What follows belongs to an exercise in optimizing a design on an open flow for small area and a short achievable clock period; a production flow would make more cautious choices.
Function was checked by simulation only, so behaviour that the tests miss may differ from the original.

`design/flow/flow/run.sh`:
```
#!/bin/bash
# Layout flow: the standard flow (standard.sh: ORFS synthesis to final
# layout, unchanged), with the port buffers made of plain buffers
# (sky130_fd_sc_hd__buf_N) instead of the delay buffer the resizer picks by
# default. Every input and output port still gets its own buffer.
export BUFFER_PORTS_ARGS="-buffer_cell sky130_fd_sc_hd__buf_1"
bash standard.sh > standard.log 2>&1
```
`design/flow/standard.sh`:
```
#!/bin/bash
# synth_recipe.tcl (not shown) runs the flow's synth.tcl, then flattens the netlist and writes it again
# the make line also repeats each setting of config.mk as NAME=value (left out here)
make -C /OpenROAD-flow-scripts/flow DESIGN_CONFIG=/design/flow/config.mk WORK_HOME=/design/flow/orfs CLKGATE_MAP_FILE= SYNTH_SCRIPT=/design/flow/synth_recipe.tcl "${@:-finish}"
```
`design/flow/config.mk`:
```
export PLATFORM = sky130hd
export DESIGN_NAME = processor
export DESIGN_NICKNAME = processor
export VERILOG_FILES = /design/flow/design.v
export SDC_FILE = /design/flow/constraint.sdc
export NUM_CORES = 4
export LEC_CHECK = 0
export ABC_AREA = 1
export CAP_MARGIN = 20
export CORE_MARGIN = 2
export CORE_UTILIZATION = 40
export CTS_BUF_LIST = sky130_fd_sc_hd__clkbuf_4 sky130_fd_sc_hd__clkbuf_8
export SETUP_SLACK_MARGIN = 5
export SLEW_MARGIN = 20
```
`design/flow/constraint.sdc`:
```
create_clock -name core_clock -period 10.0 [get_ports {clk}]
set_input_delay 2.0000 -clock core_clock [delete_from_list [all_inputs] [get_ports {clk}]]
set_output_delay 2.0000 -clock core_clock [all_outputs]
set_load 0.01 [all_outputs]
```
`design/flow/design.v`:
```
module alu (
    input  [31:0] m,        
    input  [31:0] acc,      
    input         sel_mul,  
    input         sel_m,    
    input         sel_a,    
    output [31:0] nx, ny
);
wire [17:0] b = {acc[15:0], 1'b0};
wire [7:0] one, two, ng;
genvar k;
generate for (k = 0; k < 8; k = k + 1) begin : enc
  assign one[k] = b[2*k+1] ^ b[2*k];
  assign two[k] = (b[2*k+2] & ~b[2*k+1] & ~b[2*k]) | (~b[2*k+2] & b[2*k+1] & b[2*k]);
  assign ng[k]  = b[2*k+2];
end endgenerate
wire [17:0] mx = {m[15], m[15:0], 1'b0};
wire pp0_0 = ((one[0] & mx[1]) | (two[0] & mx[0])) ^ ng[0];
wire pp0_1 = ((one[0] & mx[2]) | (two[0] & mx[1])) ^ ng[0];
wire pp0_2 = ((one[0] & mx[3]) | (two[0] & mx[2])) ^ ng[0];
wire pp0_3 = ((one[0] & mx[4]) | (two[0] & mx[3])) ^ ng[0];
wire pp0_4 = ((one[0] & mx[5]) | (two[0] & mx[4])) ^ ng[0];
wire pp0_5 = ((one[0] & mx[6]) | (two[0] & mx[5])) ^ ng[0];
wire pp0_6 = ((one[0] & mx[7]) | (two[0] & mx[6])) ^ ng[0];
wire pp0_7 = ((one[0] & mx[8]) | (two[0] & mx[7])) ^ ng[0];
wire pp0_8 = ((one[0] & mx[9]) | (two[0] & mx[8])) ^ ng[0];
wire pp0_9 = ((one[0] & mx[10]) | (two[0] & mx[9])) ^ ng[0];
wire pp0_10 = ((one[0] & mx[11]) | (two[0] & mx[10])) ^ ng[0];
wire pp0_11 = ((one[0] & mx[12]) | (two[0] & mx[11])) ^ ng[0];
wire pp0_12 = ((one[0] & mx[13]) | (two[0] & mx[12])) ^ ng[0];
wire pp0_13 = ((one[0] & mx[14]) | (two[0] & mx[13])) ^ ng[0];
wire pp0_14 = ((one[0] & mx[15]) | (two[0] & mx[14])) ^ ng[0];
wire pp0_15 = ((one[0] & mx[16]) | (two[0] & mx[15])) ^ ng[0];
wire pp0_16 = ~(((one[0] & mx[17]) | (two[0] & mx[16])) ^ ng[0]);
wire pp1_0 = ((one[1] & mx[1]) | (two[1] & mx[0])) ^ ng[1];
wire pp1_1 = ((one[1] & mx[2]) | (two[1] & mx[1])) ^ ng[1];
wire pp1_2 = ((one[1] & mx[3]) | (two[1] & mx[2])) ^ ng[1];
wire pp1_3 = ((one[1] & mx[4]) | (two[1] & mx[3])) ^ ng[1];
wire pp1_4 = ((one[1] & mx[5]) | (two[1] & mx[4])) ^ ng[1];
wire pp1_5 = ((one[1] & mx[6]) | (two[1] & mx[5])) ^ ng[1];
wire pp1_6 = ((one[1] & mx[7]) | (two[1] & mx[6])) ^ ng[1];
wire pp1_7 = ((one[1] & mx[8]) | (two[1] & mx[7])) ^ ng[1];
wire pp1_8 = ((one[1] & mx[9]) | (two[1] & mx[8])) ^ ng[1];
wire pp1_9 = ((one[1] & mx[10]) | (two[1] & mx[9])) ^ ng[1];
wire pp1_10 = ((one[1] & mx[11]) | (two[1] & mx[10])) ^ ng[1];
wire pp1_11 = ((one[1] & mx[12]) | (two[1] & mx[11])) ^ ng[1];
wire pp1_12 = ((one[1] & mx[13]) | (two[1] & mx[12])) ^ ng[1];
wire pp1_13 = ((one[1] & mx[14]) | (two[1] & mx[13])) ^ ng[1];
wire pp1_14 = ((one[1] & mx[15]) | (two[1] & mx[14])) ^ ng[1];
wire pp1_15 = ((one[1] & mx[16]) | (two[1] & mx[15])) ^ ng[1];
wire pp1_16 = ~(((one[1] & mx[17]) | (two[1] & mx[16])) ^ ng[1]);
wire pp2_0 = ((one[2] & mx[1]) | (two[2] & mx[0])) ^ ng[2];
wire pp2_1 = ((one[2] & mx[2]) | (two[2] & mx[1])) ^ ng[2];
wire pp2_2 = ((one[2] & mx[3]) | (two[2] & mx[2])) ^ ng[2];
wire pp2_3 = ((one[2] & mx[4]) | (two[2] & mx[3])) ^ ng[2];
wire pp2_4 = ((one[2] & mx[5]) | (two[2] & mx[4])) ^ ng[2];
wire pp2_5 = ((one[2] & mx[6]) | (two[2] & mx[5])) ^ ng[2];
wire pp2_6 = ((one[2] & mx[7]) | (two[2] & mx[6])) ^ ng[2];
wire pp2_7 = ((one[2] & mx[8]) | (two[2] & mx[7])) ^ ng[2];
wire pp2_8 = ((one[2] & mx[9]) | (two[2] & mx[8])) ^ ng[2];
wire pp2_9 = ((one[2] & mx[10]) | (two[2] & mx[9])) ^ ng[2];
wire pp2_10 = ((one[2] & mx[11]) | (two[2] & mx[10])) ^ ng[2];
wire pp2_11 = ((one[2] & mx[12]) | (two[2] & mx[11])) ^ ng[2];
wire pp2_12 = ((one[2] & mx[13]) | (two[2] & mx[12])) ^ ng[2];
wire pp2_13 = ((one[2] & mx[14]) | (two[2] & mx[13])) ^ ng[2];
wire pp2_14 = ((one[2] & mx[15]) | (two[2] & mx[14])) ^ ng[2];
wire pp2_15 = ((one[2] & mx[16]) | (two[2] & mx[15])) ^ ng[2];
wire pp2_16 = ~(((one[2] & mx[17]) | (two[2] & mx[16])) ^ ng[2]);
wire pp3_0 = ((one[3] & mx[1]) | (two[3] & mx[0])) ^ ng[3];
wire pp3_1 = ((one[3] & mx[2]) | (two[3] & mx[1])) ^ ng[3];
wire pp3_2 = ((one[3] & mx[3]) | (two[3] & mx[2])) ^ ng[3];
wire pp3_3 = ((one[3] & mx[4]) | (two[3] & mx[3])) ^ ng[3];
wire pp3_4 = ((one[3] & mx[5]) | (two[3] & mx[4])) ^ ng[3];
wire pp3_5 = ((one[3] & mx[6]) | (two[3] & mx[5])) ^ ng[3];
wire pp3_6 = ((one[3] & mx[7]) | (two[3] & mx[6])) ^ ng[3];
wire pp3_7 = ((one[3] & mx[8]) | (two[3] & mx[7])) ^ ng[3];
wire pp3_8 = ((one[3] & mx[9]) | (two[3] & mx[8])) ^ ng[3];
wire pp3_9 = ((one[3] & mx[10]) | (two[3] & mx[9])) ^ ng[3];
wire pp3_10 = ((one[3] & mx[11]) | (two[3] & mx[10])) ^ ng[3];
wire pp3_11 = ((one[3] & mx[12]) | (two[3] & mx[11])) ^ ng[3];
wire pp3_12 = ((one[3] & mx[13]) | (two[3] & mx[12])) ^ ng[3];
wire pp3_13 = ((one[3] & mx[14]) | (two[3] & mx[13])) ^ ng[3];
wire pp3_14 = ((one[3] & mx[15]) | (two[3] & mx[14])) ^ ng[3];
wire pp3_15 = ((one[3] & mx[16]) | (two[3] & mx[15])) ^ ng[3];
wire pp3_16 = ~(((one[3] & mx[17]) | (two[3] & mx[16])) ^ ng[3]);
wire pp4_0 = ((one[4] & mx[1]) | (two[4] & mx[0])) ^ ng[4];
wire pp4_1 = ((one[4] & mx[2]) | (two[4] & mx[1])) ^ ng[4];
wire pp4_2 = ((one[4] & mx[3]) | (two[4] & mx[2])) ^ ng[4];
wire pp4_3 = ((one[4] & mx[4]) | (two[4] & mx[3])) ^ ng[4];
wire pp4_4 = ((one[4] & mx[5]) | (two[4] & mx[4])) ^ ng[4];
wire pp4_5 = ((one[4] & mx[6]) | (two[4] & mx[5])) ^ ng[4];
wire pp4_6 = ((one[4] & mx[7]) | (two[4] & mx[6])) ^ ng[4];
wire pp4_7 = ((one[4] & mx[8]) | (two[4] & mx[7])) ^ ng[4];
wire pp4_8 = ((one[4] & mx[9]) | (two[4] & mx[8])) ^ ng[4];
wire pp4_9 = ((one[4] & mx[10]) | (two[4] & mx[9])) ^ ng[4];
wire pp4_10 = ((one[4] & mx[11]) | (two[4] & mx[10])) ^ ng[4];
wire pp4_11 = ((one[4] & mx[12]) | (two[4] & mx[11])) ^ ng[4];
wire pp4_12 = ((one[4] & mx[13]) | (two[4] & mx[12])) ^ ng[4];
wire pp4_13 = ((one[4] & mx[14]) | (two[4] & mx[13])) ^ ng[4];
wire pp4_14 = ((one[4] & mx[15]) | (two[4] & mx[14])) ^ ng[4];
wire pp4_15 = ((one[4] & mx[16]) | (two[4] & mx[15])) ^ ng[4];
wire pp4_16 = ~(((one[4] & mx[17]) | (two[4] & mx[16])) ^ ng[4]);
wire pp5_0 = ((one[5] & mx[1]) | (two[5] & mx[0])) ^ ng[5];
wire pp5_1 = ((one[5] & mx[2]) | (two[5] & mx[1])) ^ ng[5];
wire pp5_2 = ((one[5] & mx[3]) | (two[5] & mx[2])) ^ ng[5];
wire pp5_3 = ((one[5] & mx[4]) | (two[5] & mx[3])) ^ ng[5];
wire pp5_4 = ((one[5] & mx[5]) | (two[5] & mx[4])) ^ ng[5];
wire pp5_5 = ((one[5] & mx[6]) | (two[5] & mx[5])) ^ ng[5];
wire pp5_6 = ((one[5] & mx[7]) | (two[5] & mx[6])) ^ ng[5];
wire pp5_7 = ((one[5] & mx[8]) | (two[5] & mx[7])) ^ ng[5];
wire pp5_8 = ((one[5] & mx[9]) | (two[5] & mx[8])) ^ ng[5];
wire pp5_9 = ((one[5] & mx[10]) | (two[5] & mx[9])) ^ ng[5];
wire pp5_10 = ((one[5] & mx[11]) | (two[5] & mx[10])) ^ ng[5];
wire pp5_11 = ((one[5] & mx[12]) | (two[5] & mx[11])) ^ ng[5];
wire pp5_12 = ((one[5] & mx[13]) | (two[5] & mx[12])) ^ ng[5];
wire pp5_13 = ((one[5] & mx[14]) | (two[5] & mx[13])) ^ ng[5];
wire pp5_14 = ((one[5] & mx[15]) | (two[5] & mx[14])) ^ ng[5];
wire pp5_15 = ((one[5] & mx[16]) | (two[5] & mx[15])) ^ ng[5];
wire pp5_16 = ~(((one[5] & mx[17]) | (two[5] & mx[16])) ^ ng[5]);
wire pp6_0 = ((one[6] & mx[1]) | (two[6] & mx[0])) ^ ng[6];
wire pp6_1 = ((one[6] & mx[2]) | (two[6] & mx[1])) ^ ng[6];
wire pp6_2 = ((one[6] & mx[3]) | (two[6] & mx[2])) ^ ng[6];
wire pp6_3 = ((one[6] & mx[4]) | (two[6] & mx[3])) ^ ng[6];
wire pp6_4 = ((one[6] & mx[5]) | (two[6] & mx[4])) ^ ng[6];
wire pp6_5 = ((one[6] & mx[6]) | (two[6] & mx[5])) ^ ng[6];
wire pp6_6 = ((one[6] & mx[7]) | (two[6] & mx[6])) ^ ng[6];
wire pp6_7 = ((one[6] & mx[8]) | (two[6] & mx[7])) ^ ng[6];
wire pp6_8 = ((one[6] & mx[9]) | (two[6] & mx[8])) ^ ng[6];
wire pp6_9 = ((one[6] & mx[10]) | (two[6] & mx[9])) ^ ng[6];
wire pp6_10 = ((one[6] & mx[11]) | (two[6] & mx[10])) ^ ng[6];
wire pp6_11 = ((one[6] & mx[12]) | (two[6] & mx[11])) ^ ng[6];
wire pp6_12 = ((one[6] & mx[13]) | (two[6] & mx[12])) ^ ng[6];
wire pp6_13 = ((one[6] & mx[14]) | (two[6] & mx[13])) ^ ng[6];
wire pp6_14 = ((one[6] & mx[15]) | (two[6] & mx[14])) ^ ng[6];
wire pp6_15 = ((one[6] & mx[16]) | (two[6] & mx[15])) ^ ng[6];
wire pp6_16 = ~(((one[6] & mx[17]) | (two[6] & mx[16])) ^ ng[6]);
wire pp7_0 = ((one[7] & mx[1]) | (two[7] & mx[0])) ^ ng[7];
wire pp7_1 = ((one[7] & mx[2]) | (two[7] & mx[1])) ^ ng[7];
wire pp7_2 = ((one[7] & mx[3]) | (two[7] & mx[2])) ^ ng[7];
wire pp7_3 = ((one[7] & mx[4]) | (two[7] & mx[3])) ^ ng[7];
wire pp7_4 = ((one[7] & mx[5]) | (two[7] & mx[4])) ^ ng[7];
wire pp7_5 = ((one[7] & mx[6]) | (two[7] & mx[5])) ^ ng[7];
wire pp7_6 = ((one[7] & mx[7]) | (two[7] & mx[6])) ^ ng[7];
wire pp7_7 = ((one[7] & mx[8]) | (two[7] & mx[7])) ^ ng[7];
wire pp7_8 = ((one[7] & mx[9]) | (two[7] & mx[8])) ^ ng[7];
wire pp7_9 = ((one[7] & mx[10]) | (two[7] & mx[9])) ^ ng[7];
wire pp7_10 = ((one[7] & mx[11]) | (two[7] & mx[10])) ^ ng[7];
wire pp7_11 = ((one[7] & mx[12]) | (two[7] & mx[11])) ^ ng[7];
wire pp7_12 = ((one[7] & mx[13]) | (two[7] & mx[12])) ^ ng[7];
wire pp7_13 = ((one[7] & mx[14]) | (two[7] & mx[13])) ^ ng[7];
wire pp7_14 = ((one[7] & mx[15]) | (two[7] & mx[14])) ^ ng[7];
wire pp7_15 = ((one[7] & mx[16]) | (two[7] & mx[15])) ^ ng[7];
wire pp7_16 = ~(((one[7] & mx[17]) | (two[7] & mx[16])) ^ ng[7]);
wire ts5 = ng[6] ^ pp0_12;
wire s5 = ts5 ^ pp1_10;
wire c6 = (ng[6] & pp0_12) | (ts5 & pp1_10);
wire ts9 = pp0_13 ^ pp1_11;
wire s9 = ts9 ^ pp2_9;
wire c10 = (pp0_13 & pp1_11) | (ts9 & pp2_9);
wire ts13 = ng[7] ^ pp0_14;
wire s13 = ts13 ^ pp1_12;
wire c14 = (ng[7] & pp0_14) | (ts13 & pp1_12);
wire ts15 = pp2_10 ^ pp3_8;
wire s15 = ts15 ^ pp4_6;
wire c16 = (pp2_10 & pp3_8) | (ts15 & pp4_6);
wire ts19 = pp0_15 ^ pp1_13;
wire s19 = ts19 ^ pp2_11;
wire c20 = (pp0_15 & pp1_13) | (ts19 & pp2_11);
wire ts21 = pp3_9 ^ pp4_7;
wire s21 = ts21 ^ pp5_5;
wire c22 = (pp3_9 & pp4_7) | (ts21 & pp5_5);
wire ts25 = 1'b1 ^ pp0_16;
wire s25 = ts25 ^ pp1_14;
wire c26 = (1'b1 & pp0_16) | (ts25 & pp1_14);
wire ts27 = pp2_12 ^ pp3_10;
wire s27 = ts27 ^ pp4_8;
wire c28 = (pp2_12 & pp3_10) | (ts27 & pp4_8);
wire ts29 = pp5_6 ^ pp6_4;
wire s29 = ts29 ^ pp7_2;
wire c30 = (pp5_6 & pp6_4) | (ts29 & pp7_2);
wire ts31 = 1'b1 ^ pp1_15;
wire s31 = ts31 ^ pp2_13;
wire c32 = (1'b1 & pp1_15) | (ts31 & pp2_13);
wire ts33 = pp3_11 ^ pp4_9;
wire s33 = ts33 ^ pp5_7;
wire c34 = (pp3_11 & pp4_9) | (ts33 & pp5_7);
wire ts37 = pp1_16 ^ pp2_14;
wire s37 = ts37 ^ pp3_12;
wire c38 = (pp1_16 & pp2_14) | (ts37 & pp3_12);
wire ts39 = pp4_10 ^ pp5_8;
wire s39 = ts39 ^ pp6_6;
wire c40 = (pp4_10 & pp5_8) | (ts39 & pp6_6);
wire ts41 = 1'b1 ^ pp2_15;
wire s41 = ts41 ^ pp3_13;
wire c42 = (1'b1 & pp2_15) | (ts41 & pp3_13);
wire ts45 = pp2_16 ^ pp3_14;
wire s45 = ts45 ^ pp4_12;
wire c46 = (pp2_16 & pp3_14) | (ts45 & pp4_12);
wire ts53 = ng[4] ^ pp0_8;
wire s53 = ts53 ^ pp1_6;
wire c54 = (ng[4] & pp0_8) | (ts53 & pp1_6);
wire ts57 = pp0_9 ^ pp1_7;
wire s57 = ts57 ^ pp2_5;
wire c58 = (pp0_9 & pp1_7) | (ts57 & pp2_5);
wire ts61 = pp1_8 ^ pp2_6;
wire s61 = ts61 ^ pp3_4;
wire c62 = (pp1_8 & pp2_6) | (ts61 & pp3_4);
wire ts63 = pp4_2 ^ pp5_0;
wire s63 = ts63 ^ s1;
wire c64 = (pp4_2 & pp5_0) | (ts63 & s1);
wire ts65 = pp2_7 ^ pp3_5;
wire s65 = ts65 ^ pp4_3;
wire c66 = (pp2_7 & pp3_5) | (ts65 & pp4_3);
wire ts67 = pp5_1 ^ c2;
wire s67 = ts67 ^ s3;
wire c68 = (pp5_1 & c2) | (ts67 & s3);
wire ts69 = pp4_4 ^ pp5_2;
wire s69 = ts69 ^ pp6_0;
wire c70 = (pp4_4 & pp5_2) | (ts69 & pp6_0);
wire ts71 = c4 ^ s7;
wire s71 = ts71 ^ s5;
wire c72 = (c4 & s7) | (ts71 & s5);
wire ts73 = pp5_3 ^ pp6_1;
wire s73 = ts73 ^ c8;
wire c74 = (pp5_3 & pp6_1) | (ts73 & c8);
wire ts75 = s11 ^ c6;
wire s75 = ts75 ^ s9;
wire c76 = (s11 & c6) | (ts75 & s9);
wire ts77 = pp7_0 ^ c12;
wire s77 = ts77 ^ s17;
wire c78 = (pp7_0 & c12) | (ts77 & s17);
wire ts79 = c10 ^ s13;
wire s79 = ts79 ^ s15;
wire c80 = (c10 & s13) | (ts79 & s15);
wire ts81 = c18 ^ s23;
wire s81 = ts81 ^ c14;
wire c82 = (c18 & s23) | (ts81 & c14);
wire ts83 = c16 ^ s19;
wire s83 = ts83 ^ s21;
wire c84 = (c16 & s19) | (ts83 & s21);
wire ts85 = c24 ^ c20;
wire s85 = ts85 ^ c22;
wire c86 = (c24 & c20) | (ts85 & c22);
wire ts87 = s25 ^ s27;
wire s87 = ts87 ^ s29;
wire c88 = (s25 & s27) | (ts87 & s29);
wire ts89 = s35 ^ c26;
wire s89 = ts89 ^ c28;
wire c90 = (s35 & c26) | (ts89 & c28);
wire ts91 = c30 ^ s31;
wire s91 = ts91 ^ s33;
wire c92 = (c30 & s31) | (ts91 & s33);
wire ts93 = pp7_4 ^ c36;
wire s93 = ts93 ^ c32;
wire c94 = (pp7_4 & c36) | (ts93 & c32);
wire ts95 = c34 ^ s37;
wire s95 = ts95 ^ s39;
wire c96 = (c34 & s37) | (ts95 & s39);
wire ts97 = pp6_7 ^ pp7_5;
wire s97 = ts97 ^ s43;
wire c98 = (pp6_7 & pp7_5) | (ts97 & s43);
wire ts99 = c38 ^ c40;
wire s99 = ts99 ^ s41;
wire c100 = (c38 & c40) | (ts99 & s41);
wire ts101 = pp5_10 ^ pp6_8;
wire s101 = ts101 ^ pp7_6;
wire c102 = (pp5_10 & pp6_8) | (ts101 & pp7_6);
wire ts103 = c44 ^ c42;
wire s103 = ts103 ^ s45;
wire c104 = (c44 & c42) | (ts103 & s45);
wire ts105 = pp4_13 ^ pp5_11;
wire s105 = ts105 ^ pp6_9;
wire c106 = (pp4_13 & pp5_11) | (ts105 & pp6_9);
wire ts107 = pp7_7 ^ s47;
wire s107 = ts107 ^ c46;
wire c108 = (pp7_7 & s47) | (ts107 & c46);
wire ts109 = pp3_16 ^ pp4_14;
wire s109 = ts109 ^ pp5_12;
wire c110 = (pp3_16 & pp4_14) | (ts109 & pp5_12);
wire ts111 = pp6_10 ^ pp7_8;
wire s111 = ts111 ^ c48;
wire c112 = (pp6_10 & pp7_8) | (ts111 & c48);
wire ts113 = 1'b1 ^ pp4_15;
wire s113 = ts113 ^ pp5_13;
wire c114 = (1'b1 & pp4_15) | (ts113 & pp5_13);
wire ts117 = pp4_16 ^ pp5_14;
wire s117 = ts117 ^ pp6_12;
wire c118 = (pp4_16 & pp5_14) | (ts117 & pp6_12);
wire ts125 = pp1_4 ^ pp2_2;
wire s125 = ts125 ^ pp3_0;
wire c126 = (pp1_4 & pp2_2) | (ts125 & pp3_0);
wire ts127 = pp2_3 ^ pp3_1;
wire s127 = ts127 ^ c50;
wire c128 = (pp2_3 & pp3_1) | (ts127 & c50);
wire ts129 = pp4_0 ^ c52;
wire s129 = ts129 ^ s55;
wire c130 = (pp4_0 & c52) | (ts129 & s55);
wire ts131 = c56 ^ s59;
wire s131 = ts131 ^ c54;
wire c132 = (c56 & s59) | (ts131 & c54);
wire ts133 = c60 ^ c58;
wire s133 = ts133 ^ s61;
wire c134 = (c60 & c58) | (ts133 & s61);
wire ts135 = c62 ^ s65;
wire s135 = ts135 ^ c64;
wire c136 = (c62 & s65) | (ts135 & c64);
wire ts137 = c66 ^ s69;
wire s137 = ts137 ^ c68;
wire c138 = (c66 & s69) | (ts137 & c68);
wire ts139 = c70 ^ s73;
wire s139 = ts139 ^ c72;
wire c140 = (c70 & s73) | (ts139 & c72);
wire ts141 = c74 ^ s77;
wire s141 = ts141 ^ c76;
wire c142 = (c74 & s77) | (ts141 & c76);
wire ts143 = c78 ^ c80;
wire s143 = ts143 ^ s81;
wire c144 = (c78 & c80) | (ts143 & s81);
wire ts145 = c82 ^ c84;
wire s145 = ts145 ^ s85;
wire c146 = (c82 & c84) | (ts145 & s85);
wire ts147 = c86 ^ c88;
wire s147 = ts147 ^ s89;
wire c148 = (c86 & c88) | (ts147 & s89);
wire ts149 = c90 ^ c92;
wire s149 = ts149 ^ s93;
wire c150 = (c90 & c92) | (ts149 & s93);
wire ts151 = s97 ^ c94;
wire s151 = ts151 ^ c96;
wire c152 = (s97 & c94) | (ts151 & c96);
wire ts153 = s101 ^ c98;
wire s153 = ts153 ^ c100;
wire c154 = (s101 & c98) | (ts153 & c100);
wire ts155 = c102 ^ s105;
wire s155 = ts155 ^ c104;
wire c156 = (c102 & s105) | (ts155 & c104);
wire ts157 = c106 ^ s109;
wire s157 = ts157 ^ s111;
wire c158 = (c106 & s109) | (ts157 & s111);
wire ts159 = s115 ^ c110;
wire s159 = ts159 ^ s113;
wire c160 = (s115 & c110) | (ts159 & s113);
wire ts161 = pp7_10 ^ c116;
wire s161 = ts161 ^ c114;
wire c162 = (pp7_10 & c116) | (ts161 & c114);
wire ts163 = pp6_13 ^ pp7_11;
wire s163 = ts163 ^ s119;
wire c164 = (pp6_13 & pp7_11) | (ts163 & s119);
wire ts165 = pp5_16 ^ pp6_14;
wire s165 = ts165 ^ pp7_12;
wire c166 = (pp5_16 & pp6_14) | (ts165 & pp7_12);
wire ts173 = pp1_2 ^ pp2_0;
wire s173 = ts173 ^ s121;
wire c174 = (pp1_2 & pp2_0) | (ts173 & s121);
wire ts175 = pp2_1 ^ c122;
wire s175 = ts175 ^ s123;
wire c176 = (pp2_1 & c122) | (ts175 & s123);
wire ts177 = c124 ^ s49;
wire s177 = ts177 ^ s125;
wire c178 = (c124 & s49) | (ts177 & s125);
wire ts179 = s51 ^ c126;
wire s179 = ts179 ^ s127;
wire c180 = (s51 & c126) | (ts179 & s127);
wire ts181 = s53 ^ c128;
wire s181 = ts181 ^ s129;
wire c182 = (s53 & c128) | (ts181 & s129);
wire ts183 = s57 ^ c130;
wire s183 = ts183 ^ s131;
wire c184 = (s57 & c130) | (ts183 & s131);
wire ts185 = s63 ^ c132;
wire s185 = ts185 ^ s133;
wire c186 = (s63 & c132) | (ts185 & s133);
wire ts187 = s67 ^ c134;
wire s187 = ts187 ^ s135;
wire c188 = (s67 & c134) | (ts187 & s135);
wire ts189 = s71 ^ c136;
wire s189 = ts189 ^ s137;
wire c190 = (s71 & c136) | (ts189 & s137);
wire ts191 = s75 ^ c138;
wire s191 = ts191 ^ s139;
wire c192 = (s75 & c138) | (ts191 & s139);
wire ts193 = s79 ^ c140;
wire s193 = ts193 ^ s141;
wire c194 = (s79 & c140) | (ts193 & s141);
wire ts195 = s83 ^ c142;
wire s195 = ts195 ^ s143;
wire c196 = (s83 & c142) | (ts195 & s143);
wire ts197 = s87 ^ c144;
wire s197 = ts197 ^ s145;
wire c198 = (s87 & c144) | (ts197 & s145);
wire ts199 = s91 ^ c146;
wire s199 = ts199 ^ s147;
wire c200 = (s91 & c146) | (ts199 & s147);
wire ts201 = s95 ^ c148;
wire s201 = ts201 ^ s149;
wire c202 = (s95 & c148) | (ts201 & s149);
wire ts203 = s99 ^ c150;
wire s203 = ts203 ^ s151;
wire c204 = (s99 & c150) | (ts203 & s151);
wire ts205 = s103 ^ c152;
wire s205 = ts205 ^ s153;
wire c206 = (s103 & c152) | (ts205 & s153);
wire ts207 = s107 ^ c154;
wire s207 = ts207 ^ s155;
wire c208 = (s107 & c154) | (ts207 & s155);
wire ts209 = c108 ^ s157;
wire s209 = ts209 ^ c156;
wire c210 = (c108 & s157) | (ts209 & c156);
wire ts211 = c112 ^ s159;
wire s211 = ts211 ^ c158;
wire c212 = (c112 & s159) | (ts211 & c158);
wire ts213 = s117 ^ c160;
wire s213 = ts213 ^ s161;
wire c214 = (s117 & c160) | (ts213 & s161);
wire ts215 = c118 ^ s163;
wire s215 = ts215 ^ c162;
wire c216 = (c118 & s163) | (ts215 & c162);
wire ts217 = c120 ^ s165;
wire s217 = ts217 ^ c164;
wire c218 = (c120 & s165) | (ts217 & c164);
wire ts219 = pp7_13 ^ s167;
wire s219 = ts219 ^ c166;
wire c220 = (pp7_13 & s167) | (ts219 & c166);
wire ts221 = pp6_16 ^ pp7_14;
wire s221 = ts221 ^ c168;
wire c222 = (pp6_16 & pp7_14) | (ts221 & c168);
wire s1 = ng[5] ^ pp0_10;
wire c2 = ng[5] & pp0_10;
wire s3 = pp0_11 ^ pp1_9;
wire c4 = pp0_11 & pp1_9;
wire s7 = pp2_8 ^ pp3_6;
wire c8 = pp2_8 & pp3_6;
wire s11 = pp3_7 ^ pp4_5;
wire c12 = pp3_7 & pp4_5;
wire s17 = pp5_4 ^ pp6_2;
wire c18 = pp5_4 & pp6_2;
wire s23 = pp6_3 ^ pp7_1;
wire c24 = pp6_3 & pp7_1;
wire s35 = pp6_5 ^ pp7_3;
wire c36 = pp6_5 & pp7_3;
wire s43 = pp4_11 ^ pp5_9;
wire c44 = pp4_11 & pp5_9;
wire s47 = 1'b1 ^ pp3_15;
wire c48 = 1'b1 & pp3_15;
wire s49 = ng[3] ^ pp0_6;
wire c50 = ng[3] & pp0_6;
wire s51 = pp0_7 ^ pp1_5;
wire c52 = pp0_7 & pp1_5;
wire s55 = pp2_4 ^ pp3_2;
wire c56 = pp2_4 & pp3_2;
wire s59 = pp3_3 ^ pp4_1;
wire c60 = pp3_3 & pp4_1;
wire s115 = pp6_11 ^ pp7_9;
wire c116 = pp6_11 & pp7_9;
wire s119 = 1'b1 ^ pp5_15;
wire c120 = 1'b1 & pp5_15;
wire s121 = ng[2] ^ pp0_4;
wire c122 = ng[2] & pp0_4;
wire s123 = pp0_5 ^ pp1_3;
wire c124 = pp0_5 & pp1_3;
wire s167 = 1'b1 ^ pp6_15;
wire c168 = 1'b1 & pp6_15;
wire s169 = ng[1] ^ pp0_2;
wire c170 = ng[1] & pp0_2;
wire s171 = pp0_3 ^ pp1_1;
wire c172 = pp0_3 & pp1_1;
wire s223 = 1'b1 ^ pp7_15;
wire c224 = 1'b1 & pp7_15;
wire [31:0] tx = {1'b1, c224, c222, c220, c218, c216, c214, c212, c210, c208, c206, c204, c202, c200, c198, c196, c194, c192, c190, c188, c186, c184, c182, c180, c178, c176, c174, c172, c170, s169, pp0_1, ng[0]};
wire [31:0] ty = {1'b0, pp7_16, s223, s221, s219, s217, s215, s213, s211, s209, s207, s205, s203, s201, s199, s197, s195, s193, s191, s189, s187, s185, s183, s181, s179, s177, s175, s173, s171, pp1_0, 1'b0, pp0_0};
assign nx = sel_mul ? tx : (m & {32{sel_m}});
assign ny = sel_mul ? ty : (acc & {32{sel_a}});
endmodule
module add8 (
    input  [7:0] a, b,
    output [7:0] s,
    output        co
);
wire [7:0] g = a & b;
wire [7:0] p = a ^ b;
wire G7_6 = g[7] | (p[7] & g[6]);
wire P7_6 = p[7] & p[6];
wire G6_5 = g[6] | (p[6] & g[5]);
wire P6_5 = p[6] & p[5];
wire G5_4 = g[5] | (p[5] & g[4]);
wire P5_4 = p[5] & p[4];
wire G4_3 = g[4] | (p[4] & g[3]);
wire P4_3 = p[4] & p[3];
wire G3_2 = g[3] | (p[3] & g[2]);
wire P3_2 = p[3] & p[2];
wire G2_1 = g[2] | (p[2] & g[1]);
wire P2_1 = p[2] & p[1];
wire G1_0 = g[1] | (p[1] & g[0]);
wire P1_0 = p[1] & p[0];
wire G7_4 = G7_6 | (P7_6 & G5_4);
wire P7_4 = P7_6 & P5_4;
wire G6_3 = G6_5 | (P6_5 & G4_3);
wire P6_3 = P6_5 & P4_3;
wire G5_2 = G5_4 | (P5_4 & G3_2);
wire P5_2 = P5_4 & P3_2;
wire G4_1 = G4_3 | (P4_3 & G2_1);
wire P4_1 = P4_3 & P2_1;
wire G3_0 = G3_2 | (P3_2 & G1_0);
wire P3_0 = P3_2 & P1_0;
wire G2_0 = G2_1 | (P2_1 & g[0]);
wire P2_0 = P2_1 & p[0];
wire G7_0 = G7_4 | (P7_4 & G3_0);
wire P7_0 = P7_4 & P3_0;
wire G6_0 = G6_3 | (P6_3 & G2_0);
wire P6_0 = P6_3 & P2_0;
wire G5_0 = G5_2 | (P5_2 & G1_0);
wire P5_0 = P5_2 & P1_0;
wire G4_0 = G4_1 | (P4_1 & g[0]);
wire P4_0 = P4_1 & p[0];
wire [8:0] cy;
assign cy[0] = 1'b0;
assign cy[1] = g[0];
assign cy[2] = G1_0;
assign cy[3] = G2_0;
assign cy[4] = G3_0;
assign cy[5] = G4_0;
assign cy[6] = G5_0;
assign cy[7] = G6_0;
assign cy[8] = G7_0;
assign s = p ^ cy[7:0];
assign co = cy[8];
endmodule
module add24c (
    input  [23:0] a, b,
    input         ci,
    output [23:0] s
);
wire [23:0] g = a & b;
wire [23:0] p = a ^ b;
wire G1_0 = g[1] | (p[1] & g[0]);
wire P1_0 = p[1] & p[0];
wire G3_2 = g[3] | (p[3] & g[2]);
wire P3_2 = p[3] & p[2];
wire G5_4 = g[5] | (p[5] & g[4]);
wire P5_4 = p[5] & p[4];
wire G7_6 = g[7] | (p[7] & g[6]);
wire P7_6 = p[7] & p[6];
wire G9_8 = g[9] | (p[9] & g[8]);
wire P9_8 = p[9] & p[8];
wire G11_10 = g[11] | (p[11] & g[10]);
wire P11_10 = p[11] & p[10];
wire G13_12 = g[13] | (p[13] & g[12]);
wire P13_12 = p[13] & p[12];
wire G15_14 = g[15] | (p[15] & g[14]);
wire P15_14 = p[15] & p[14];
wire G17_16 = g[17] | (p[17] & g[16]);
wire P17_16 = p[17] & p[16];
wire G19_18 = g[19] | (p[19] & g[18]);
wire P19_18 = p[19] & p[18];
wire G21_20 = g[21] | (p[21] & g[20]);
wire P21_20 = p[21] & p[20];
wire G23_22 = g[23] | (p[23] & g[22]);
wire P23_22 = p[23] & p[22];
wire G3_0 = G3_2 | (P3_2 & G1_0);
wire P3_0 = P3_2 & P1_0;
wire G7_4 = G7_6 | (P7_6 & G5_4);
wire P7_4 = P7_6 & P5_4;
wire G11_8 = G11_10 | (P11_10 & G9_8);
wire P11_8 = P11_10 & P9_8;
wire G15_12 = G15_14 | (P15_14 & G13_12);
wire P15_12 = P15_14 & P13_12;
wire G19_16 = G19_18 | (P19_18 & G17_16);
wire P19_16 = P19_18 & P17_16;
wire G23_20 = G23_22 | (P23_22 & G21_20);
wire P23_20 = P23_22 & P21_20;
wire G7_0 = G7_4 | (P7_4 & G3_0);
wire P7_0 = P7_4 & P3_0;
wire G15_8 = G15_12 | (P15_12 & G11_8);
wire P15_8 = P15_12 & P11_8;
wire G23_16 = G23_20 | (P23_20 & G19_16);
wire P23_16 = P23_20 & P19_16;
wire G15_0 = G15_8 | (P15_8 & G7_0);
wire P15_0 = P15_8 & P7_0;
wire G23_0 = G23_16 | (P23_16 & G15_0);
wire P23_0 = P23_16 & P15_0;
wire G11_0 = G11_8 | (P11_8 & G7_0);
wire P11_0 = P11_8 & P7_0;
wire G19_0 = G19_16 | (P19_16 & G15_0);
wire P19_0 = P19_16 & P15_0;
wire G5_0 = G5_4 | (P5_4 & G3_0);
wire P5_0 = P5_4 & P3_0;
wire G9_0 = G9_8 | (P9_8 & G7_0);
wire P9_0 = P9_8 & P7_0;
wire G13_0 = G13_12 | (P13_12 & G11_0);
wire P13_0 = P13_12 & P11_0;
wire G17_0 = G17_16 | (P17_16 & G15_0);
wire P17_0 = P17_16 & P15_0;
wire G21_0 = G21_20 | (P21_20 & G19_0);
wire P21_0 = P21_20 & P19_0;
wire G2_0 = g[2] | (p[2] & G1_0);
wire P2_0 = p[2] & P1_0;
wire G4_0 = g[4] | (p[4] & G3_0);
wire P4_0 = p[4] & P3_0;
wire G6_0 = g[6] | (p[6] & G5_0);
wire P6_0 = p[6] & P5_0;
wire G8_0 = g[8] | (p[8] & G7_0);
wire P8_0 = p[8] & P7_0;
wire G10_0 = g[10] | (p[10] & G9_0);
wire P10_0 = p[10] & P9_0;
wire G12_0 = g[12] | (p[12] & G11_0);
wire P12_0 = p[12] & P11_0;
wire G14_0 = g[14] | (p[14] & G13_0);
wire P14_0 = p[14] & P13_0;
wire G16_0 = g[16] | (p[16] & G15_0);
wire P16_0 = p[16] & P15_0;
wire G18_0 = g[18] | (p[18] & G17_0);
wire P18_0 = p[18] & P17_0;
wire G20_0 = g[20] | (p[20] & G19_0);
wire P20_0 = p[20] & P19_0;
wire G22_0 = g[22] | (p[22] & G21_0);
wire P22_0 = p[22] & P21_0;
wire [24:0] cy;
assign cy[0] = ci;
assign cy[1] = g[0] | (p[0] & ci);
assign cy[2] = G1_0 | (P1_0 & ci);
assign cy[3] = G2_0 | (P2_0 & ci);
assign cy[4] = G3_0 | (P3_0 & ci);
assign cy[5] = G4_0 | (P4_0 & ci);
assign cy[6] = G5_0 | (P5_0 & ci);
assign cy[7] = G6_0 | (P6_0 & ci);
assign cy[8] = G7_0 | (P7_0 & ci);
assign cy[9] = G8_0 | (P8_0 & ci);
assign cy[10] = G9_0 | (P9_0 & ci);
assign cy[11] = G10_0 | (P10_0 & ci);
assign cy[12] = G11_0 | (P11_0 & ci);
assign cy[13] = G12_0 | (P12_0 & ci);
assign cy[14] = G13_0 | (P13_0 & ci);
assign cy[15] = G14_0 | (P14_0 & ci);
assign cy[16] = G15_0 | (P15_0 & ci);
assign cy[17] = G16_0 | (P16_0 & ci);
assign cy[18] = G17_0 | (P17_0 & ci);
assign cy[19] = G18_0 | (P18_0 & ci);
assign cy[20] = G19_0 | (P19_0 & ci);
assign cy[21] = G20_0 | (P20_0 & ci);
assign cy[22] = G21_0 | (P21_0 & ci);
assign cy[23] = G22_0 | (P22_0 & ci);
assign cy[24] = G23_0 | (P23_0 & ci);
assign s = p ^ cy[23:0];
endmodule
module processor
#(
	parameter DATA_WIDTH 	= 32,
	parameter OPCODE_WIDTH 	= 4,
	parameter ALU_OP_WIDTH  = 3,
	parameter DATAMEM_WIDTH = 8,
	parameter INSADDR_WIDTH	= 8,
	parameter INS_WIDTH		= OPCODE_WIDTH + DATAMEM_WIDTH
)
(
	input          clk, rst,
	input          [	INS_WIDTH-1:0] 	instr,
	output         [INSADDR_WIDTH-1:0] 	instr_addr,
	output         mem_wr,
	output         [ DATAMEM_WIDTH-1:0]	mem_addr,
	input  signed  [	DATA_WIDTH-1:0] mem_data_in,
	output signed  [	DATA_WIDTH-1:0] mem_data_out
);
wire [3:0]  op      = instr[11:8];
wire [7:0]  operand = instr[7:0];
wire [15:0] d = 16'd1 << op;
wire sel_mul = d[4] | d[11];
wire sel_m   = d[1] | d[3] | d[9] | d[10];
wire sel_a   = ~(d[1] | d[9] | d[4] | d[11]);
wire push    = d[8];
wire pop     = d[9] | d[10] | d[11];
reg  [7:0] acc_lo;            
reg  [23:0] acc_hx, acc_hy;    
reg         acc_hc;
wire [23:0] acc_hi;
wire [DATA_WIDTH-1:0] acc = {acc_hi, acc_lo};
add24c acc_add (.a(acc_hx), .b(acc_hy), .ci(acc_hc), .s(acc_hi));
wire [DATA_WIDTH-1:0] nx, ny;
alu alu (.m(mem_data_in), .acc(acc), .sel_mul(sel_mul), .sel_m(sel_m),
         .sel_a(sel_a), .nx(nx), .ny(ny));
wire [7:0] lo_sum;
wire        lo_carry;
add8 lo_add (.a(nx[7:0]), .b(ny[7:0]), .s(lo_sum), .co(lo_carry));
always @ (posedge clk or posedge rst) begin
	if (rst) begin
		acc_lo <= 8'd0;
		acc_hx <= 24'd0;
		acc_hy <= 24'd0;
		acc_hc <= 1'b0;
	end else begin
		acc_lo <= lo_sum;
		acc_hx <= nx[31:8];
		acc_hy <= ny[31:8];
		acc_hc <= lo_carry;
	end
end
wire nzero   = |acc;
wire pc_load = d[7] | (d[5] & nzero) | (d[6] & ~nzero);
reg [7:0] pc;
always @ (posedge clk or posedge rst) begin
	if (rst)
		pc <= 8'd0;
	else
		pc <= pc_load ? operand : pc + 8'd1;
end
reg  [7:0] top;                   
wire [7:0] top_dec = top - 8'd1;  
wire [7:0] top_inc = top + 8'd1;  
always @ (posedge clk or posedge rst) begin
	if (rst)
		top <= 8'd0;              
	else if (push)
		top <= top_dec;
	else if (pop)
		top <= top_inc;
end
assign instr_addr   = pc;
assign mem_data_out = acc;
assign mem_wr       = d[2] | d[8];
assign mem_addr     = op[3] ? ((op[1] | op[0]) ? top : top_dec) : operand;
endmodule
```
==> summary.txt <==
[what timing repair did]
action	in CTS	in global routing
hold buffers	0	0
gates cloned	0	2
gates resized for setup	30	31
endpoints found under the setup margin	30	22
pin swaps	3	3
buffers inserted	2	9
[worst min-delay path by stage]
stage | from | endpoint | cells after the start
6_report | top[0]$_DFFE_PP0P_ | top[0]$_DFFE_PP0P_ | 1
5_1_grt | top[0]$_DFFE_PP0P_ | top[0]$_DFFE_PP0P_ | 1
4_1_cts | top[0]$_DFFE_PP0P_ | top[0]$_DFFE_PP0P_ | 1
3_5_place_dp | top[0]$_DFFE_PP0P_ | top[0]$_DFFE_PP0P_ | 1
3_3_place_gp | top[0]$_DFFE_PP0P_ | top[0]$_DFFE_PP0P_ | 1
2_1_floorplan | top[0]$_DFFE_PP0P_ | top[0]$_DFFE_PP0P_ | 1
[layer usage]
layer,up-vias,share of wire,wire length (um)
li1,4090,-,-
met1,4226,0.44,13240
met2,397,0.46,13810
met3,61,0.076,2308
met4,0,0.030,897
met5,-,0,0
[kinds of logic (layout without fill, tap and decap cells)]
kind of cell | Yosys count | count (layout) | share of synthesized area
and+or+nand+nor | 342 | 342 | 0.1625
DFF | 73 | 73 | 0.1921
other | 0 | 1 | 0
AOI/OAI and AO/OA | 254 | 254 | 0.1618
buffers and inverters | 234 | 304 | 0.09511
xor gates and xnor gates | 140 | 140 | 0.1289
adders and majority gates | 144 | 144 | 0.2597
[cell usage in the layout, fill, tap and decap left out, types with 16 or more instances in the layout]
cell / n
inv_1: 138
a21oi_1: 26
o21ai_0: 39
dfrtp_1: 72
buf_4: 20
xor2_1: 138
nand2_1: 191
buf_1: 87
nor2_1: 44
fa_1: 89
ha_1: 55
o22ai_1: 156
nand2_2: 16
nand3_1: 41
[through the flow]
stage                 util  worst slack (ns)
floorplan                -             5.047
detailed placement  0.4309             3.355
global route        0.4520             4.954
global placement    0.4309             3.579
finish              0.4521             5.036
CTS                 0.4423             5.002
[sequential cells by signal, summed over array words and instances, names as in the netlist]
signal and flops:
acc_hc 1, acc_hx 24, acc_hy 24, acc_lo 8, pc 8, top 8
[area by class of cell]
cell class                      instances  area share
Tap cell                              319     0.03772
Antenna cell                            1   0.0002365
Clock buffer                           10     0.01242
Multi-Input combinational cell        880      0.6467
Inverter                              169     0.06716
Clock inverter                          6    0.004139
Timing Repair Buffer                  118     0.05806
Sequential cell                        73      0.1728
Timing Repair inverter                  1   0.0008277
==> results.py <==
metrics = {
    "placed_design": {
        "portBuffers": 94,
        "gp_congestion": 0.8939,
        "dpl.cell_count": 1546,
        "place_area_um2": 10080,
        "dp_hpwl_mm": 21.48,
    },
    "grt": {
        "met2_usage": 0.3903,
        "grt_first_pass_wirelength_mm": 46.69,
        "antenna_found_initial": 0,
        "grt_pass1_vias": 8581,
        "grtUsageMet1": 0.3301,
        "grt_util_met3": 0.03805,
        "grt_use_total": 0.2427,
        "grt_max_degree": 74,
        "top_usage_layer": "met2",
        "gr-total-overflow": 0,
    },
    "critical_path": {
        "crit_path_start": "instr[8]",
        "critPathArrivalTime_ns": 2.96,
        "cp.depth": 9,
        "worstSetupEndpoint": "mem_addr[2]",
        "reg2reg_depth": 14,
        "required_ns": 8.00,
        "crit_top_cell": "buf_6",
        "startpoint_type": "input port",
        "end_kind": "output port",
        "path_cells": "buf_6 > nor2_4 > buf_6 > inv_6 > a21oi_2 > o21ai_2 > o211ai_1 > nand2_1 > buf_2",
        "r2r_start": "acc_hc$_DFF_PP0_",
        "critPathMaxStageDelay_ns": 0.14,
        "path_class": "input port to output port",
        "cp_num_buf_inv": 4,
        "critPathTopFamily": "buffers and inverters",
        "critical_path.slowest_cell": "buf_2",
        "r2r_slack_ns": 5.17,
        "worstReg2RegEnd": "acc_hy[8]$_DFF_PP0_",
        "critPathMaxFanout": 10,
    },
    "logic_synthesis": {
        "synth_seq_cells": 73,
        "ys_types": 44,
        "synthTopCellsByArea": "dfrtp_1 (19%), fa_1 (19%), xor2_1 (13%), o22ai_1 (10%), nand2_1 (7.7%)",
        "yosys_warnings": 1,
        "synth_common_cells": "nand2_1 (196), o22ai_1 (156), inv_1 (139)",
        "syn_inst": 1187,
        "syn_nets": 1377,
        "synth_top_cell_area_share": 0.1921,
        "synth_edf_count": 0,
        "synth_ff_type": "dfrtp_1",
        "async_flop_share": 1.000,
        "synth.most_common_cell": "nand2_1",
        "synth.avg_cell_area_um2": 8.013,
        "ys_seq_area_frac": 0.1921,
        "synth_top_area_cell": "dfrtp_1",
        "syn_area_um2": 9512,
    },
    "clock_network": {
        "clock_latency_ns": 0.39,
        "cts_tree": "yes",
        "numClockSinks": 73,
        "clk_pin_slew_ns": 0.09,
        "clockRootBuffer": "clkbuf_8",
        "cts.path.max_buffers": 2,
        "htreeDepth": 3,
        "cts_inserted_buffers": 9,
    },
    "status": {
        "outcome": "finished clean",
    },
    "timing": {
        "fmax_mhz": 201.5,
        "finalClockSkew_ns": 0.01821,
        "layout_min_cycle_time_ns": 4.964,
        "worst_pin_slew_ns": 0.8836,
        "slew_viol_final": 0,
        "rsz0062_at_grt": "true",
        "hold_ws_ns": 0.5737,
        "slew_headroom": 0.4070,
        "hold_viol": 0,
        "period_share": 0.4964,
        "tns_ns": 0,
        "setup_viol": 0,
    },
    "cells_and_area": {
        "fillCellCount": 2417,
        "post_layout_nonfiller_instances": 1577,
        "multi_input_comb_area_um2": 6843,
        "final_cell_area_um2": 10580,
        "final_nets": 1442,
        "seqCellArea_um2": 1828,
        "drive_above_1_share": 0.09308,
        "area_growth_pct": 11.25,
    },
    "die": {
        "num_rows": 56,
        "initial_utilization": 0.4064,
        "coreArea_um2": 23400,
        "die_w_um": 158.2,
        "die_y_um": 158.2,
        "dieArea_um2": 25030,
        "ios": 95,
    },
    "detailed_routing": {
        "drt_pass1_iterations": 6,
        "viasPerCell": 5.564,
        "routed_wl_mm": 30.25,
        "drt_drc_violations_left": 0,
        "post_drt_wl_per_cell_um": 19.18,
        "drtAntennaViolNets": 0,
        "vias": 8774,
        "drtIter0Drc": 738,
    },
    "min_path": {
        "hold_path_class": "flip-flop to flip-flop",
    },
    "job": {
        "drv_cap": 0,
    },
}

==> re-timing with driven ports <==
Ports are ideal in the flow. The routed layout listed here was re-timed in OpenROAD. Step 1 assumes that a clkbuf_16 drives the clock port and a buf_2 every other input. Step 2 times the ports against the registers' clock, not the clock port: input delays grow and output delays shrink by t, the midpoint of the rising clock arrivals with the driver on. Three values: ideal, step 1, step 2; two values: the first two.
t (ns): 0.421
slack for setup (ns): 5.036 / 5.002 / 4.735
worst hold slack (ns): 0.574 / 0.574 / 0.574
worst setup path after step 2: input to register
After both steps this run still meets setup and hold. For this run, drivers alone change the setup slack by -0.034 ns; drivers and shift together by -0.301 ns.
